This design comes from an exercise in tuning for small area, a short achievable clock period and few clock cycles on the open sky130 flow, not from production work. In this exercise RTL edits were held to simulation tests only and were not proved equivalent to the original.

--- design/flow/config.mk ---
export PLATFORM = sky130hd
export DESIGN_NAME = WorkingFinal
export DESIGN_NICKNAME = WorkingFinal
export VERILOG_FILES = /design/flow/design.v
export SDC_FILE = /design/flow/constraint.sdc
export NUM_CORES = 4
export LEC_CHECK = 0
export CAP_MARGIN = 20
export CORE_MARGIN = 2
export CORE_UTILIZATION = 40
export SLEW_MARGIN = 20
--- design/flow/constraint.sdc ---
create_clock -name core_clock -period 30.0 [get_ports {clk}]
set_input_delay 6.0000 -clock core_clock [delete_from_list [all_inputs] [get_ports {clk}]]
set_output_delay 6.0000 -clock core_clock [all_outputs]
set_load 0.01 [all_outputs]
--- design/flow/design.v ---
module DFF( input D ,input D1 ,output reg Q, input Write,input Write1, input Clk);
	always@(posedge Clk) 
	begin
	if(Write)
		begin
		Q<=D;
		end
	else if(Write1)
		begin
		Q<=D1;
		end
	else
		Q<=Q;
	end
endmodule
module Register(input[15:0] in_Reg,input[15:0] in_Reg1, output [15:0] out_Reg, input reg_Write,input reg_Write1, input Clk);
	DFF D0(in_Reg[0],in_Reg1[0],out_Reg[0],reg_Write,reg_Write1,Clk);
	DFF D1(in_Reg[1],in_Reg1[1],out_Reg[1],reg_Write,reg_Write1,Clk);
	DFF D2(in_Reg[2],in_Reg1[2],out_Reg[2],reg_Write,reg_Write1,Clk);
	DFF D3(in_Reg[3],in_Reg1[3],out_Reg[3],reg_Write,reg_Write1,Clk);
	DFF D4(in_Reg[4],in_Reg1[4],out_Reg[4],reg_Write,reg_Write1,Clk);
	DFF D5(in_Reg[5],in_Reg1[5],out_Reg[5],reg_Write,reg_Write1,Clk);
	DFF D6(in_Reg[6],in_Reg1[6],out_Reg[6],reg_Write,reg_Write1,Clk);
	DFF D7(in_Reg[7],in_Reg1[7],out_Reg[7],reg_Write,reg_Write1,Clk);
	DFF D8(in_Reg[8],in_Reg1[8],out_Reg[8],reg_Write,reg_Write1,Clk);
	DFF D9(in_Reg[9],in_Reg1[9],out_Reg[9],reg_Write,reg_Write1,Clk);
	DFF D10(in_Reg[10],in_Reg1[10],out_Reg[10],reg_Write,reg_Write1,Clk);
	DFF D11(in_Reg[11],in_Reg1[11],out_Reg[11],reg_Write,reg_Write1,Clk);
	DFF D12(in_Reg[12],in_Reg1[12],out_Reg[12],reg_Write,reg_Write1,Clk);
	DFF D13(in_Reg[13],in_Reg1[13],out_Reg[13],reg_Write,reg_Write1,Clk);
	DFF D14(in_Reg[14],in_Reg1[14],out_Reg[14],reg_Write,reg_Write1,Clk);
	DFF D15(in_Reg[15],in_Reg1[15],out_Reg[15],reg_Write,reg_Write1,Clk);
endmodule
module IRlt(input Clk, input [15:0] in_IR, input IR_Write, output [15:0] out_IR);
	Register IR(in_IR,16'd0,out_IR,IR_Write,1'b0,Clk);
endmodule
module Decoder3to8(DestReg, DecOut);
	input [2:0] DestReg;
	output reg [7:0] DecOut;
	always@(DestReg)
	casex(DestReg)
		3'b000: DecOut=8'b00000001;
		3'b001: DecOut=8'b00000010;
		3'b010: DecOut=8'b00000100;
		3'b011: DecOut=8'b00001000;
		3'b100: DecOut=8'b00010000;
		3'b101: DecOut=8'b00100000;
		3'b110: DecOut=8'b01000000;
		3'b111: DecOut=8'b10000000;
	endcase
endmodule
module Mux8to1(reg_Out1,reg_Out2,reg_Out3,reg_Out4,reg_Out5,reg_Out6,reg_Out7,reg_Out8,Bus,Src);
	input[15:0]reg_Out1,reg_Out2,reg_Out3,reg_Out4,reg_Out5,reg_Out6,reg_Out7,reg_Out8;
	input[2:0]Src;
	output reg [15:0]Bus;
	always@(reg_Out1,reg_Out2,reg_Out3,reg_Out4,reg_Out5,reg_Out6,reg_Out7,reg_Out8 ,Src)
	begin
	case(Src)
		3'b000:Bus=reg_Out1;
		3'b001:Bus=reg_Out2;
		3'b010:Bus=reg_Out3;
		3'b011:Bus=reg_Out4;
		3'b100:Bus=reg_Out5;
		3'b101:Bus=reg_Out6;
		3'b110:Bus=reg_Out7;
		3'b111:Bus=reg_Out8;
	endcase
	end
endmodule
module RegFile(SrcA, SrcB,SrcC, DestReg, WriteData,WriteData1, OutBusA, OutBusB,OutBusC,reg_Write,reg_Write1, Clk);
	input [2:0]SrcA, SrcB,SrcC, DestReg;
	input Clk,reg_Write,reg_Write1;
	input [15:0]WriteData,WriteData1;
	output[15:0]OutBusA, OutBusB,OutBusC;
	wire [7:0]DecOut,DecOut1,Array,Array1;
	wire [15:0]out_Reg1,out_Reg2,out_Reg3,out_Reg4,out_Reg5,out_Reg6,out_Reg7,out_Reg8;
	wire [2:0]out;
		Register R1(16'd1,WriteData1,out_Reg1,1'b1,1'b0,Clk);
		Register R2(16'd3,WriteData1,out_Reg2,1'b1,1'b0,Clk);
		Register R3(16'd4,WriteData1,out_Reg3,1'b1,1'b0,Clk);
		Register R4(16'd15,WriteData1,out_Reg4,1'b1,1'b0,Clk);
		Register R5(WriteData,WriteData1,out_Reg5,Array[4],Array1[4],Clk);
		Register R6(WriteData,WriteData1,out_Reg6,Array[5],Array1[5],Clk);
		Register R7(WriteData,WriteData1,out_Reg7,Array[6],Array1[6],Clk);
		Register R8(WriteData,WriteData1,out_Reg8,Array[7],Array1[7],Clk);
		Decoder3to8 dec(DestReg,DecOut);
		Decoder3to8 dec1(SrcA,DecOut1);
		and (Array1[0],DecOut1[0],reg_Write1);
		and (Array1[1],DecOut1[1],reg_Write1);
		and (Array1[2],DecOut1[2],reg_Write1);
		and (Array1[3],DecOut1[3],reg_Write1);
		and (Array1[4],DecOut1[4],reg_Write1);
		and (Array1[5],DecOut1[5],reg_Write1);
		and (Array1[6],DecOut1[6],reg_Write1);
		and (Array1[7],DecOut1[7],reg_Write1);
		and (Array[0],DecOut[0],reg_Write);
		and (Array[1],DecOut[1],reg_Write);
		and (Array[2],DecOut[2],reg_Write);
		and (Array[3],DecOut[3],reg_Write);
		and (Array[4],DecOut[4],reg_Write);
		and (Array[5],DecOut[5],reg_Write);
		and (Array[6],DecOut[6],reg_Write);
		and (Array[7],DecOut[7],reg_Write);
		Mux8to1 m(out_Reg1,out_Reg2,out_Reg3,out_Reg4,out_Reg5,out_Reg6,out_Reg7,out_Reg8,OutBusA,SrcA);
		Mux8to1 m1(out_Reg1,out_Reg2,out_Reg3,out_Reg4,out_Reg5,out_Reg6,out_Reg7,out_Reg8,OutBusB,SrcB);
		Mux8to1 m2(out_Reg1,out_Reg2,out_Reg3,out_Reg4,out_Reg5,out_Reg6,out_Reg7,out_Reg8,OutBusC,SrcC);
endmodule
module Mux2to1(input control, input[15:0] in0, input[15:0] in1, output reg[15:0] out);
always @ (in0 or in1 or control) begin
	case(control)
		1'b0: out=in0;
		1'b1: out=in1;
	endcase
end
endmodule
module Mux4to1(input[1:0] control, input[15:0] in0, input[15:0] in1, input[15:0] in2, input[15:0] in3, output reg[15:0] out);
always @ (control or in0 or in1 or in2 or in3) begin
	case(control)
		2'b00: out=in0;
		2'b01: out=in1;
		2'b10: out=in2;
		2'b11: out=in3;
	endcase
end
endmodule
module Mux4to1_3bit(input [2:0]Src1,input [2:0]Src2, input [1:0]index,output reg [2:0]out);
	always@(Src1,Src2,index)
	begin
	case(index)
		2'b00:out=Src1;
		2'b10:out=Src2;
		2'b01:out=Src1;
		2'b11:out=Src1;
endcase
end
endmodule
module Mux5to1(input[2:0] control, input[15:0] in0, input[15:0] in1, input[15:0] in2, input[15:0] in3, input[15:0] in4, output reg[15:0] out);
always @ (control or in0 or in1 or in2 or in3 or in4) begin
	case(control)
		3'b000: out=in0;
		3'b001: out=in1;
		3'b010: out=in2;
		3'b011: out=in3;
		3'b100: out=in4;
		default: out=0;
	endcase
end
endmodule
module Sext6b(input[5:0] in, output reg[15:0] out);
	always @ (in)
		out = {in[5],in[5],in[5],in[5],in[5],in[5],in[5],in[5],in[5],in[5],in[5],in};
endmodule
module Sext3b(input[2:0] in, output reg[15:0] out);
	always @ (in)
		out = {in[2],in[2],in[2],in[2],in[2],in[2],in[2],in[2],in[2],in[2],in[2],in[2],in[2],in};
endmodule
module Zext6b(input[5:0] in, output reg[15:0] out);
	always @ (in)
		out = {1'b0,1'b0,1'b0,1'b0,1'b0,1'b0,1'b0,1'b0,1'b0,1'b0,in};
endmodule
module shiftconcat (input[15:0] in1, input[11:0] in2, output reg[15:0] out);
reg[11:0] temp;
always @ (in1,in2) begin
	out = {in1[15:13],in2,1'b0};
end
endmodule 
module shift1 (input[15:0] in, output[15:0]  out);
	assign out=in<<1;
endmodule
module ALU(input[3:0] aluop, input[15:0] A, input[15:0] B, input[15:0] C, output reg [15:0] LO, output reg[15:0] HI, output reg NZ);
	wire[15:0] out1; wire[15:0] out2;
	always @ (aluop,A,B,C) begin
		HI=0;
		LO=0;
		NZ=0;
		case(aluop)
			4'b0000: LO=A+B+C;
			4'b0001: LO=A-B-C;
			4'b0010: LO=A+B-C;
			4'b0011: begin
						if (C==16'd0) begin
							LO=16'hffff;
							HI=B;
						end
						else begin
							LO=B/C; 
							HI=B%C;
						end
					 end
			4'b0100: LO=A+B+C;
			4'b0101: LO=A<<C;
			4'b0110: LO=A>>C;
			4'b0111: LO=$signed(A)>>>C;
			4'b1000: LO=C+A;
			4'b1001: LO=C+A;
			4'b1010: begin
						if (A!=B)
							NZ=1;
						end
			4'b1011: LO = A|C;
			4'b1100: LO = A+C; 
			4'b1101: LO = B+C;  
			4'b1111: LO = A+B;
			default: ;
		endcase
	end
endmodule
module ctrlckt(input clk,
input reset,
input [3:0] opcode,
output reg w1,
output reg w2,
output reg pcwritecond,
output reg pcwrite,
output reg iord,
output reg memread,
output reg memwrite,
output reg [1:0] memtoreg,
output reg irwrite,
output reg A,
output reg B,
output reg [2:0] C,
output reg [1:0] pcsource,
output reg [3:0] aluop,
output reg ccpcinit,
output reg [3:0]opcodereg,
output reg [2:0]curstate);
always@(posedge clk)
	begin
	if(reset) begin
		curstate<=3'b000;
		w1<=1'b0;
		w2<=1'b0;
		pcwritecond<=1'b0;
		pcwrite<=1'b0;
		iord<=1'b0;
		memread<=1'b0;
		memwrite<=1'b0;
		memtoreg<=2'b00;
		irwrite<=1'b0;
		A<=1'b0;
		B<=1'b0;
		C<=3'b000;
		pcsource<=2'b00;
		aluop<=4'b0000;
		ccpcinit<=1;
	end
	else begin
		ccpcinit<=0;
		if(curstate==3'b000)
			begin
			curstate<=3'b001;
			w1<=1'b0;
			w2<=1'b0;
			pcwritecond<=1'b0;
			pcwrite<=1'b1;
			iord<=1'b0;
			memread<=1'b1;
			memwrite<=1'b0;
			memtoreg<=2'b00;
			irwrite<=1'b1;
			A<=1'b0;
			B<=1'b0;
			C<=3'b000;
			pcsource<=2'b00;
			aluop<=4'b1111;  
		end
		else if(curstate==3'b001)
			begin
			opcodereg<=opcode;
			curstate<=3'b010;
			w1<=1'b0;
			w2<=1'b0;
			pcwritecond<=1'b0;
			pcwrite<=1'b0;
			iord<=1'b0;
			memread<=1'b0;
			memwrite<=1'b0;
			memtoreg<=2'b00;
			irwrite<=1'b0;
			A<=1'b0;
			B<=1'b0;
			C<=3'b001;
			pcsource<=2'b00;
			aluop<=4'b1100;  
		end
		else if(curstate==3'b010)
			begin
				if(opcode==4'b0000)
				begin
					curstate<=3'b011;
					w1<=1'b0;
					w2<=1'b0;
					pcwritecond<=1'b0;
					pcwrite<=1'b0;
					iord<=1'b0;
					memread<=1'b0;
					memwrite<=1'b0;
					memtoreg<=2'b00;
					irwrite<=1'b0;
					A<=1'b1;
					B<=1'b1;
					C<=3'b000;
					pcsource<=2'b00;
					aluop<=4'b0000;
				end
				else if(opcode==4'b0001)
				begin
					curstate<=3'b011;
					w1<=1'b0;
					w2<=1'b0;
					pcwritecond<=1'b0;
					pcwrite<=1'b0;
					iord<=1'b0;
					memread<=1'b0;
					memwrite<=1'b0;
					memtoreg<=2'b00;
					irwrite<=1'b0;
					A<=1'b1;
					B<=1'b1;
					C<=3'b000;
					pcsource<=2'b00;
					aluop<=4'b0001;
				end
				else if (opcode==4'b0010)
				begin
					curstate<=3'b011;
					w1<=1'b0;
					w2<=1'b0;
					pcwritecond<=1'b0;
					pcwrite<=1'b0;
					iord<=1'b0;
					memread<=1'b0;
					memwrite<=1'b0;
					memtoreg<=2'b00;
					irwrite<=1'b0;
					A<=1'b1;
					B<=1'b1;
					C<=3'b000;
					pcsource<=2'b00;
					aluop<=4'b0010;
				end
				else if (opcode==4'b0011)
				begin
					curstate<=3'b011;
					w1<=1'b0;
					w2<=1'b0;
					pcwritecond<=1'b0;
					pcwrite<=1'b0;
					iord<=1'b0;
					memread<=1'b0;
					memwrite<=1'b0;
					memtoreg<=2'b00;
					irwrite<=1'b0;
					A<=1'b1;
					B<=1'b1;
					C<=3'b000;
					pcsource<=2'b00;
					aluop<=4'b0011;
				end
				else if(opcode == 4'b0100)
				begin
					curstate<=3'b011;
					w1<=1'b0;
					w2<=1'b0;
					pcwritecond<=1'b0;
					pcwrite<=1'b0;
					iord<=1'b0;
					memread<=1'b0;
					memwrite<=1'b0;
					memtoreg<=2'b00;
					irwrite<=1'b0;
					A<=1'b1;
					B<=1'b1;
					C<=3'b011;
					pcsource<=2'b00;
					aluop<=4'b0100;
				end
				else if(opcode==4'b0101)
				begin
					curstate<=3'b011;
					w1<=1'b0;
					w2<=1'b0;
					pcwritecond<=1'b0;
					pcwrite<=1'b0;
					iord<=1'b0;
					memread<=1'b0;
					memwrite<=1'b0;
					memtoreg<=2'b00;
					irwrite<=1'b0;
					A<=1'b1;
					B<=1'b1;
					C<=3'b011;
					pcsource<=2'b00;
					aluop<=4'b0101;
				end
				else if (opcode==4'b0110)
				begin
					curstate<=3'b011;
					w1<=1'b0;
					w2<=1'b0;
					pcwritecond<=1'b0;
					pcwrite<=1'b0;
					iord<=1'b0;
					memread<=1'b0;
					memwrite<=1'b0;
					memtoreg<=2'b00;
					irwrite<=1'b0;
					A<=1'b1;
					B<=1'b1;
					C<=3'b011;
					pcsource<=2'b00;
					aluop<=4'b0110;
				end
				else if (opcode == 4'b0111)
				begin
					curstate<=3'b011;
					w1<=1'b0;
					w2<=1'b0;
					pcwritecond<=1'b0;
					pcwrite<=1'b0;
					iord<=1'b0;
					memread<=1'b0;
					memwrite<=1'b0;
					memtoreg<=2'b00;
					irwrite<=1'b0;
					A<=1'b1;
					B<=1'b1;
					C<=3'b011;
					pcsource<=2'b00;
					aluop<=4'b0111;
				end
				else if (opcode==4'b1000)
				begin
					curstate<=3'b011;
					w1<=1'b0;
					w2<=1'b0;
					pcwritecond<=1'b0;
					pcwrite<=1'b0;
					iord<=1'b0;
					memread<=1'b0;
					memwrite<=1'b0;
					memtoreg<=2'b00;
					irwrite<=1'b0;
					A<=1'b1;
					B<=1'b0;
					C<=3'b010;
					pcsource<=2'b00;
					aluop<=4'b1000;
				end
				else if(opcode==4'b1001)
				begin
					curstate<=3'b011;
					w1<=1'b0;
					w2<=1'b0;
					pcwritecond<=1'b0;
					pcwrite<=1'b0;
					iord<=1'b0;
					memread<=1'b0;
					memwrite<=1'b0;
					memtoreg<=2'b00;
					irwrite<=1'b0;
					A<=1'b1;
					B<=1'b0;
					C<=3'b010;
					pcsource<=2'b00;
					aluop<=4'b1001;
				end
				else if (opcode==4'b1010)
				begin
					curstate<=3'b000;
					w1<=1'b0;
					w2<=1'b0;
					pcwritecond<=1'b1;
					pcwrite<=1'b0;
					iord<=1'b0;
					memread<=1'b0;
					memwrite<=1'b0;
					memtoreg<=2'b00;
					irwrite<=1'b0;
					A<=1'b1;
					B<=1'b1;
					C<=3'b010;
					pcsource<=2'b10;
					aluop<=4'b1010;
				end
				else if(opcode==4'b1011)
				begin
					curstate<=3'b011;
					w1<=1'b0;
					w2<=1'b0;
					pcwritecond<=1'b0;
					pcwrite<=1'b0;
					iord<=1'b0;
					memread<=1'b0;
					memwrite<=1'b0;
					memtoreg<=2'b00;
					irwrite<=1'b0;
					A<=1'b1;
					B<=1'b0;
					C<=3'b100;
					pcsource<=2'b00;
					aluop<=4'b1011;
				end
				else if(opcode==4'b1100)
				begin
					curstate<=3'b000;
					w1<=1'b0;
					w2<=1'b0;
					pcwritecond<=1'b0;
					pcwrite<=1'b1;
					iord<=1'b0;
					memread<=1'b0;
					memwrite<=1'b0;
					memtoreg<=2'b00;
					irwrite<=1'b0;
					A<=1'b1;
					B<=1'b0;
					C<=3'b010;
					pcsource<=2'b01;
					aluop<=4'b1100;
				end
				else if(opcode == 4'b1101)
				begin
					curstate<=3'b000;
					w1<=1'b1;
					w2<=1'b0;
					pcwritecond<=1'b0;
					pcwrite<=1'b1;
					iord<=1'b0;
					memread<=1'b0;
					memwrite<=1'b0;
					memtoreg<=2'b10;
					irwrite<=1'b0;
					A<=1'b1;
					B<=1'b0;
					C<=3'b010;
					pcsource<=2'b00;
					aluop<=4'b1100;
				end		
			end
		else if (curstate==3'b011)	
			begin
				if(opcode==4'b0000)
				begin
					curstate<=3'b000;
					w1<=1'b1;
					w2<=1'b0;
					pcwritecond<=1'b0;
					pcwrite<=1'b0;
					iord<=1'b0;
					memread<=1'b0;
					memwrite<=1'b0;
					memtoreg<=2'b01;
					irwrite<=1'b0;
					A<=1'b0;
					B<=1'b0;
					C<=3'b000;
					pcsource<=2'b00;
					aluop<=4'b1110;
				end	
				else if (opcode==4'b0001)
				begin
					curstate<=3'b000;
					w1<=1'b1;
					w2<=1'b0;
					pcwritecond<=1'b0;
					pcwrite<=1'b0;
					iord<=1'b0;
					memread<=1'b0;
					memwrite<=1'b0;
					memtoreg<=2'b01;
					irwrite<=1'b0;
					A<=1'b0;
					B<=1'b0;
					C<=3'b000;
					pcsource<=2'b00;
					aluop<=4'b1110;
				end
				else if(opcode == 4'b0010)
				begin
					curstate<=3'b000;
					w1<=1'b1;
					w2<=1'b0;
					pcwritecond<=1'b0;
					pcwrite<=1'b0;
					iord<=1'b0;
					memread<=1'b0;
					memwrite<=1'b0;
					memtoreg<=2'b01;
					irwrite<=1'b0;
					A<=1'b0;
					B<=1'b0;
					C<=3'b000;
					pcsource<=2'b00;
					aluop<=4'b1110;
				end
				else if(opcode==4'b0011)
				begin
					curstate<=3'b000;
					w1<=1'b1;
					w2<=1'b1;
					pcwritecond<=1'b0;
					pcwrite<=1'b0;
					iord<=1'b0;
					memread<=1'b0;
					memwrite<=1'b0;
					memtoreg<=2'b01;
					irwrite<=1'b0;
					A<=1'b0;
					B<=1'b0;
					C<=3'b000;
					pcsource<=2'b00;
					aluop<=4'b1110;
				end
				else if(opcode==4'b0100)
				begin
					curstate<=3'b000;
					w1<=1'b1;
					w2<=1'b0;
					pcwritecond<=1'b0;
					pcwrite<=1'b0;
					iord<=1'b0;
					memread<=1'b0;
					memwrite<=1'b0;
					memtoreg<=2'b01;
					irwrite<=1'b0;
					A<=1'b1;
					B<=1'b0;
					C<=3'b100;
					pcsource<=2'b00;
					aluop<=4'b1110;
				end
				else if(opcode==4'b0101)
				begin
					curstate<=3'b000;
					w1<=1'b1;
					w2<=1'b0;
					pcwritecond<=1'b0;
					pcwrite<=1'b0;
					iord<=1'b0;
					memread<=1'b0;
					memwrite<=1'b0;
					memtoreg<=2'b01;
					irwrite<=1'b0;
					A<=1'b1;
					B<=1'b0;
					C<=3'b100;
					pcsource<=2'b00;
					aluop<=4'b1110;
				end
				else if(opcode==4'b0110)
				begin
					curstate<=3'b000;
					w1<=1'b1;
					w2<=1'b0;
					pcwritecond<=1'b0;
					pcwrite<=1'b0;
					iord<=1'b0;
					memread<=1'b0;
					memwrite<=1'b0;
					memtoreg<=2'b01;
					irwrite<=1'b0;
					A<=1'b1;
					B<=1'b0;
					C<=3'b100;
					pcsource<=2'b00;
					aluop<=4'b1110;
				end
				else if(opcode==4'b0111)
				begin
					curstate<=3'b000;
					w1<=1'b1;
					w2<=1'b0;
					pcwritecond<=1'b0;
					pcwrite<=1'b0;
					iord<=1'b0;
					memread<=1'b0;
					memwrite<=1'b0;
					memtoreg<=2'b01;
					irwrite<=1'b0;
					A<=1'b1;
					B<=1'b0;
					C<=3'b100;
					pcsource<=2'b00;
					aluop<=4'b1110;
				end
				else if(opcode==4'b1000)
				begin
					curstate<=3'b100;
					w1<=1'b0;
					w2<=1'b0;
					pcwritecond<=1'b0;
					pcwrite<=1'b0;
					iord<=1'b1;
					memread<=1'b1;
					memwrite<=1'b0;
					memtoreg<=2'b00;
					irwrite<=1'b0;
					A<=1'b0;
					B<=1'b0;
					C<=3'b100;
					pcsource<=2'b00;
					aluop<=4'b1110;
				end
				else if(opcode==4'b1001)
				begin
					curstate<=3'b000;
					w1<=1'b0;
					w2<=1'b0;
					pcwritecond<=1'b0;
					pcwrite<=1'b0;
					iord<=1'b1;
					memread<=1'b0;
					memwrite<=1'b1;
					memtoreg<=2'b00;
					irwrite<=1'b0;
					A<=1'b1;
					B<=1'b0;
					C<=3'b100;
					pcsource<=2'b00;
					aluop<=4'b1110;
					opcodereg<=opcode;
				end
				else if(opcode==4'b1011)
				begin
					curstate<=3'b000;
					w1<=1'b1;
					w2<=1'b0;
					pcwritecond<=1'b0;
					pcwrite<=1'b0;
					iord<=1'b0;
					memread<=1'b0;
					memwrite<=1'b0;
					memtoreg<=2'b01;
					irwrite<=1'b0;
					A<=1'b0;
					B<=1'b0;
					C<=3'b000;
					pcsource<=2'b00;
					aluop<=4'b1110;
				end
			end
		else if (curstate==3'b100) begin
			if(opcode==4'b1000)
			begin
				curstate<=3'b000;
				w1<=1'b1;
				w2<=1'b0;
				pcwritecond<=1'b0;
				pcwrite<=1'b0;
				iord<=1'b0;
				memread<=1'b0;
				memwrite<=1'b0;
				memtoreg<=2'b00;
				irwrite<=1'b0;
				A<=1'b0;
				B<=1'b0;
				C<=3'b000;
				pcsource<=2'b00;
				aluop<=4'b1110;
			end	
		end
	end	
end
endmodule
module WorkingFinal(input clk, input reset, input wire[15:0] mem_rdata, output wire[15:0] mem_addr, output wire[15:0] mem_wdata, output wire mem_we, output wire halt);
	wire[15:0] MemOut, IRout, AluOutLo, AluOutHi, ALUInA, ALUInB, ALUInC, PCin, PCout, MemAddr, OutBusB, DMRout, RegWD1;
	wire ccpcwrite, ccirwrite, ccA, ccB, ccw1;
	wire[2:0] ccC, RFinB, curstate;
	wire[3:0] opcodereg, ccaluop;
	wire[15:0] LOout,Bout, RegWD2,OutBusA,OutBusC,Aout,Cout,PCSrcIn1,AluSrcCIn1,AluSrcCIn2,AluSrcCIn3,AluSrcCIn4;
	wire wNZ, wire1, PCwrite1,ccw2,ccpcwritecond,cciord,ccmemread,ccmemwrite,ccpcinit;
	wire[1:0] ccpcsource,ccmemtoreg;
	ctrlckt  cc (clk,reset,IRout[15:12],ccw1,ccw2,ccpcwritecond,ccpcwrite,cciord,ccmemread,ccmemwrite,ccmemtoreg,ccirwrite,ccA,ccB,ccC,ccpcsource,ccaluop,ccpcinit,opcodereg,curstate);
	and(wire1,ccpcwritecond,wNZ);
	or(PCwrite1,wire1,ccpcwrite);
	Register PC (PCin,16'd0,PCout,PCwrite1,ccpcinit,clk);
	Mux2to1 IorD (cciord,PCout,LOout,MemAddr);
	assign mem_addr = MemAddr;
	assign mem_wdata = Bout;
	assign mem_we = ccmemwrite;
	assign MemOut = mem_rdata;
	assign halt = (curstate == 3'b010) && (IRout[15:13] == 3'b111);
	IRlt ir1(clk,MemOut,ccirwrite,IRout);
	Register DMR(MemOut,16'd0,DMRout,1'b1,1'b0,clk);
	Mux4to1 MemToReg(ccmemtoreg,DMRout,LOout,PCout,16'd1,RegWD1);
	Mux4to1_3bit m4to13bit (IRout[5:3],IRout[11:9],IRout[15:14],RFinB);
	RegFile rfile1 (IRout[8:6],RFinB,IRout[2:0],IRout[11:9],RegWD1,RegWD2,OutBusA,OutBusB,OutBusC,ccw1,ccw2,clk);
	Register RegAluSrcA(OutBusA,16'd0,Aout,1'b1,1'b0,clk);
	Register RegAluSrcB(OutBusB,16'd0,Bout,1'b1,1'b0,clk);
	Register RegAluSrcC(OutBusC,16'd0,Cout,1'b1,1'b0,clk);
	shiftconcat conc (PCout,IRout[11:0],PCSrcIn1);
	Sext6b s6b (IRout[5:0], AluSrcCIn2);
	shift1 sh1 (AluSrcCIn2,AluSrcCIn1);
	Sext3b s3b (IRout[2:0], AluSrcCIn3);
	Zext6b z6b (IRout[5:0],AluSrcCIn4);
	Mux2to1 AluSrcA(ccA, PCout, Aout, ALUInA);
	Mux2to1 AluSrcB(ccB, 16'd2, Bout,ALUInB);
	Mux5to1 AluSrcC(ccC, Cout, AluSrcCIn1, AluSrcCIn2, AluSrcCIn3, AluSrcCIn4, ALUInC);
	ALU alu (ccaluop, ALUInA,ALUInB,ALUInC, AluOutLo,AluOutHi,wNZ);
	Register HI(AluOutHi,16'd0,RegWD2,1'b1,ccpcinit,clk);
	Register LO(AluOutLo,16'd0,LOout,1'b1,ccpcinit,clk);
	Mux4to1 PCSrc (ccpcsource,AluOutLo,PCSrcIn1,LOout,16'd1,PCin);
endmodule
--- design/flow/run.sh ---
#!/bin/bash
# synth_recipe.tcl (not shown) runs the flow's synth.tcl, then flattens the netlist and writes it again
# the make line also repeats each setting of config.mk as NAME=value (left out here)
make -C /OpenROAD-flow-scripts/flow DESIGN_CONFIG=/design/flow/config.mk WORK_HOME=/design/flow/orfs CLKGATE_MAP_FILE= SYNTH_SCRIPT=/design/flow/synth_recipe.tcl finish
==> summary.txt <==
[per-layer routing]
metal | vias up | share of wire, % | global-route usage, %
met3 | 263 | 7.7 | 3.86
met5 | - | 0 | 0
met2 | 1241 | 45 | 52.0
met1 | 11658 | 41 | 41.7
li1 | 11071 | - | -
met4 | 0 | 5.9 | 16.3
[through the flow]
step                      hold slack (ns)  utilization, %  worst slack (ns)  cell area (um^2)
after detailed placement            0.447            43.5             -1.10             25600
after global routing                0.482            45.8            -0.176             26900
after CTS                           0.467            44.8            0.0253             26300
final                               0.464            45.8              1.24             26900
after floorplan                     0.469               -           0.00288             23700
after global placement              0.445            43.5            -0.562             25500
[flip-flops by register name, summed over array words and instances, names as in the netlist, 2 cells and up]
signal and cells:
cc.C 3, rfile1.DecOut 4, rfile1.DecOut1 4, cc.curstate 3, cc.aluop 4, cc.memtoreg 2, cc.pcsource 2
[cell families (layout without fill, tap and decap cells)]
logic type / after synthesis / in the layout
flip-flops: 223 / 223
AND/OR/NAND/NOR: 926 / 926
XOR/XNOR: 144 / 144
buffers and inverters: 291 / 375
adder cells (fa/ha/maj): 217 / 217
other: 0 / 1
AO/OA/AOI/OAI: 972 / 973
multiplexers: 166 / 166
[final cells by class]
type / instances / area share (%)
clock buffers: 26 / 2.06
multi-input cells: 2426 / 65.3
clock inverters: 10 / 0.377
flip-flops and latches: 223 / 20.2
inverters: 123 / 1.72
repair buffers: 216 / 6.73
well taps: 773 / 3.60
diodes: 1 / 0.00930
[what timing repair did]
action | 4_1_cts | 5_1_grt
setup buffers | 3 | 24
gates resized for setup | 17 | 74
pin swaps | 1 | 29
gates cloned | 0 | 1
endpoints found under the setup margin | 18 | 19
[how the worst min path moves through the flow]
stage	cells after the start	end	start	slack, ns
final	0	ir1.IR.D4.Q	cc.irwrite	0.46
after global routing	0	ir1.IR.D4.Q	cc.irwrite	0.48
after CTS	0	ir1.IR.D4.Q	cc.irwrite	0.47
after detailed placement	0	ir1.IR.D4.Q	cc.irwrite	0.45
after global placement	0	ir1.IR.D4.Q	cc.irwrite	0.44
after floorplan	2	cc.w1	cc.w1	0.47
[placed cells by master, fill, tap and decap left out, types with 15 or more instances in the layout]
cell type        instances
inv_1                  118
nor2b_1                 40
a211oi_1                46
or3_1                   19
edfxtp_1                96
xnor2_1                 89
o22ai_1                 16
a21o_1                  69
ha_1                   194
nand3_1                 49
xor2_1                  55
or2_2                   17
fa_1                    19
nor2_1                 227
dfxtp_1                125
a31oi_1                 31
a21oi_1                228
o21ai_0                232
clkbuf_16               21
nand2b_1                33
buf_4                  160
o21bai_1                20
nand2_1                288
nand4_1                 31
mux2_2                  50
and3_1                  16
clkdlybuf4s50_1         51
o21a_1                  48
and2_1                  42
o211ai_1                37
a22oi_1                 18
mux4_2                  38
nor3_1                  88
o21ai_1                 15
mux2i_1                 71
==> results.sh <==
export IMPL_cts_hold_buf=0
export IMPL_cts_sinks=223
export IMPL_synth_top_family_by_area="compound AO/OA/AOI/OAI gates"
export IMPL_yosysUniqueCellTypes=102
export IMPL_gr_total_overflow=0
export IMPL_synth_area_mux_share_pct=9.31
export IMPL_drv_cap=0
export IMPL_outcome="no timing/DRC/antenna violations"
export IMPL_synthToLayoutAreaGrowth_pct=13.5
export IMPL_vias_per_cell=6.38
export IMPL_cp_depth=127
export IMPL_layout_drive_gt1_share_pct=14.2
export IMPL_ys_seq_area_share_pct=22.9
export IMPL_synth_xor_area_share_pct=5.32
export IMPL_fillCellCount=5813
export IMPL_fin_skew_ns=0.0144
export IMPL_crit_path_top_delay_cell="or4b_1"
export IMPL_drt_iter0_markers=2625
export IMPL_clkTransAtPathRegs_ns=0.07
export IMPL_worstPathMaxFanout=20
export IMPL_yosys_cell_count_top_type="nand2_1"
export IMPL_grt_start_max_net_pins=41
export IMPL_antenna_found_initial=0
export IMPL_avgSynthCellArea_um2=8.07
export IMPL_ys_warn_count=13
export IMPL_endpoint_kind="register"
export IMPL_critical_path_buf_inv_count=13
export IMPL_cp_required_ns=30.27
export IMPL_die_x_um=247
export IMPL_clockRootBuffer="clkbuf_16"
export IMPL_synth_edf_count=96
export IMPL_clock_fmax_mhz=34.8
export IMPL_reg2reg_depth=127
export IMPL_via_count=24233
export IMPL_fp_row_count=89
export IMPL_path_common_cell="ha_1"
export IMPL_final_min_clock_period_ns=28.76
export IMPL_grtUsageTotal_pct=31.9
export IMPL_synthAdderAreaFrac_pct=12.1
export IMPL_endpoint="PC.D0.Q"
export IMPL_clock_latency_ns=0.52
export IMPL_drt_total_wl_mm=101
export IMPL_r2r_end="PC.D0.Q"
export IMPL_htree_num_levels=1
export IMPL_syn_nets=3174
export IMPL_synth_top_cell_by_area="edfxtp_1"
export IMPL_drc=0
export IMPL_synth_top_cell_area_share_pct=12.2
export IMPL_setup_tns_final_ns=0
export IMPL_yosys_area_share_simple_pct=18.6
export IMPL_start_util_pct=40.3
export IMPL_cts_buffers=20
export IMPL_ant_nets=0
export IMPL_period_share_pct=95.9
export IMPL_synth_cells=2939
export IMPL_async_flop_share_pct=0
export IMPL_critPathKind="reg -> reg"
export IMPL_arrival_ns=29.04
export IMPL_setup_viol=0
export IMPL_dp_cells=3732
export IMPL_num_io_pins=52
export IMPL_synth_compound_area_share_pct=26.8
export IMPL_r2r_start="cc.C[0]"
export IMPL_synthTopCellsByArea="edfxtp_1 12%, dfxtp_1 11%, ha_1 10%, o21ai_0 5.1%, a21oi_1 5.0%"
export IMPL_rrSetupSlack_ns=1.24
export IMPL_cts_tree="built"
export IMPL_synth_commonest_cells="297 x nand2_1, 242 x o21ai_0, 239 x a21oi_1, 230 x nor2_1, 198 x ha_1"
export IMPL_wl_per_cell_um=26.5
export IMPL_worstHoldPathType="reg -> reg"
export IMPL_coreArea_mm2=0.0588
export IMPL_numPortBuffers=51
export IMPL_die_area_mm2=0.0612
export IMPL_hold_violations=0
export IMPL_fp_dieH_um=247
export IMPL_grt_pass1_vias=23242
export IMPL_grt_pass1_wl_mm=148
export IMPL_worstMarginPinSlew_ns=1.15
export IMPL_critPathLaunch="cc.C[0]"
export IMPL_max_stage_delay_ns=0.56
export IMPL_seqCellArea_mm2=0.00543
export IMPL_fin_cells=3798
export IMPL_max_slew_margin_rel_pct=21.7
export IMPL_ys_flop_type="dfxtp_1"
export IMPL_netlist_area_mm2=0.0237
export IMPL_cpLargestDelayFamily="compound AO/OA/AOI/OAI gates"
export IMPL_multi_input_area_mm2=0.0176
export IMPL_nNetsFinal=3245
export IMPL_clk_path_buf_depth=3
export IMPL_start_kind="register"
export IMPL_ys_seq_elements=223
export IMPL_dp_hpwl_mm=77.2
export IMPL_firstDrtPassIters=6
export IMPL_place_gp_congestion=1.04
export IMPL_maxSlewViolCount=0
Testbench counts, summed over its fixed seeds: cycles 35,663.

==> separate check: timing with driven ports <==
Ports are ideal in the flow. The routed layout listed here was re-timed in OpenROAD.
Step 1 (the two cells are an assumption about what drives the block):
set clk [get_ports {clk}]
set_driving_cell -lib_cell sky130_fd_sc_hd__clkbuf_16 $clk
set_driving_cell -lib_cell sky130_fd_sc_hd__buf_2 [delete_from_list [all_inputs] $clk]
Step 2 also shifts input and output timing later by t, the mid clock arrival at the registers, as if the neighbouring blocks saw the same clock.
Three values: ideal, step 1, step 2; two values: the first two.
t, ns: 0.562
setup slack, ns: 1.236 / 1.236 / 1.236
hold WS [ns]: 0.464 / 0.464 / 0.464
worst setup path at the end: register to register
worst data-port slew with drivers (ns): 0.04
After both steps this run still meets setup and hold. For this run, drivers alone change the setup slack by 0.000 ns; drivers and shift together by 0.000 ns.
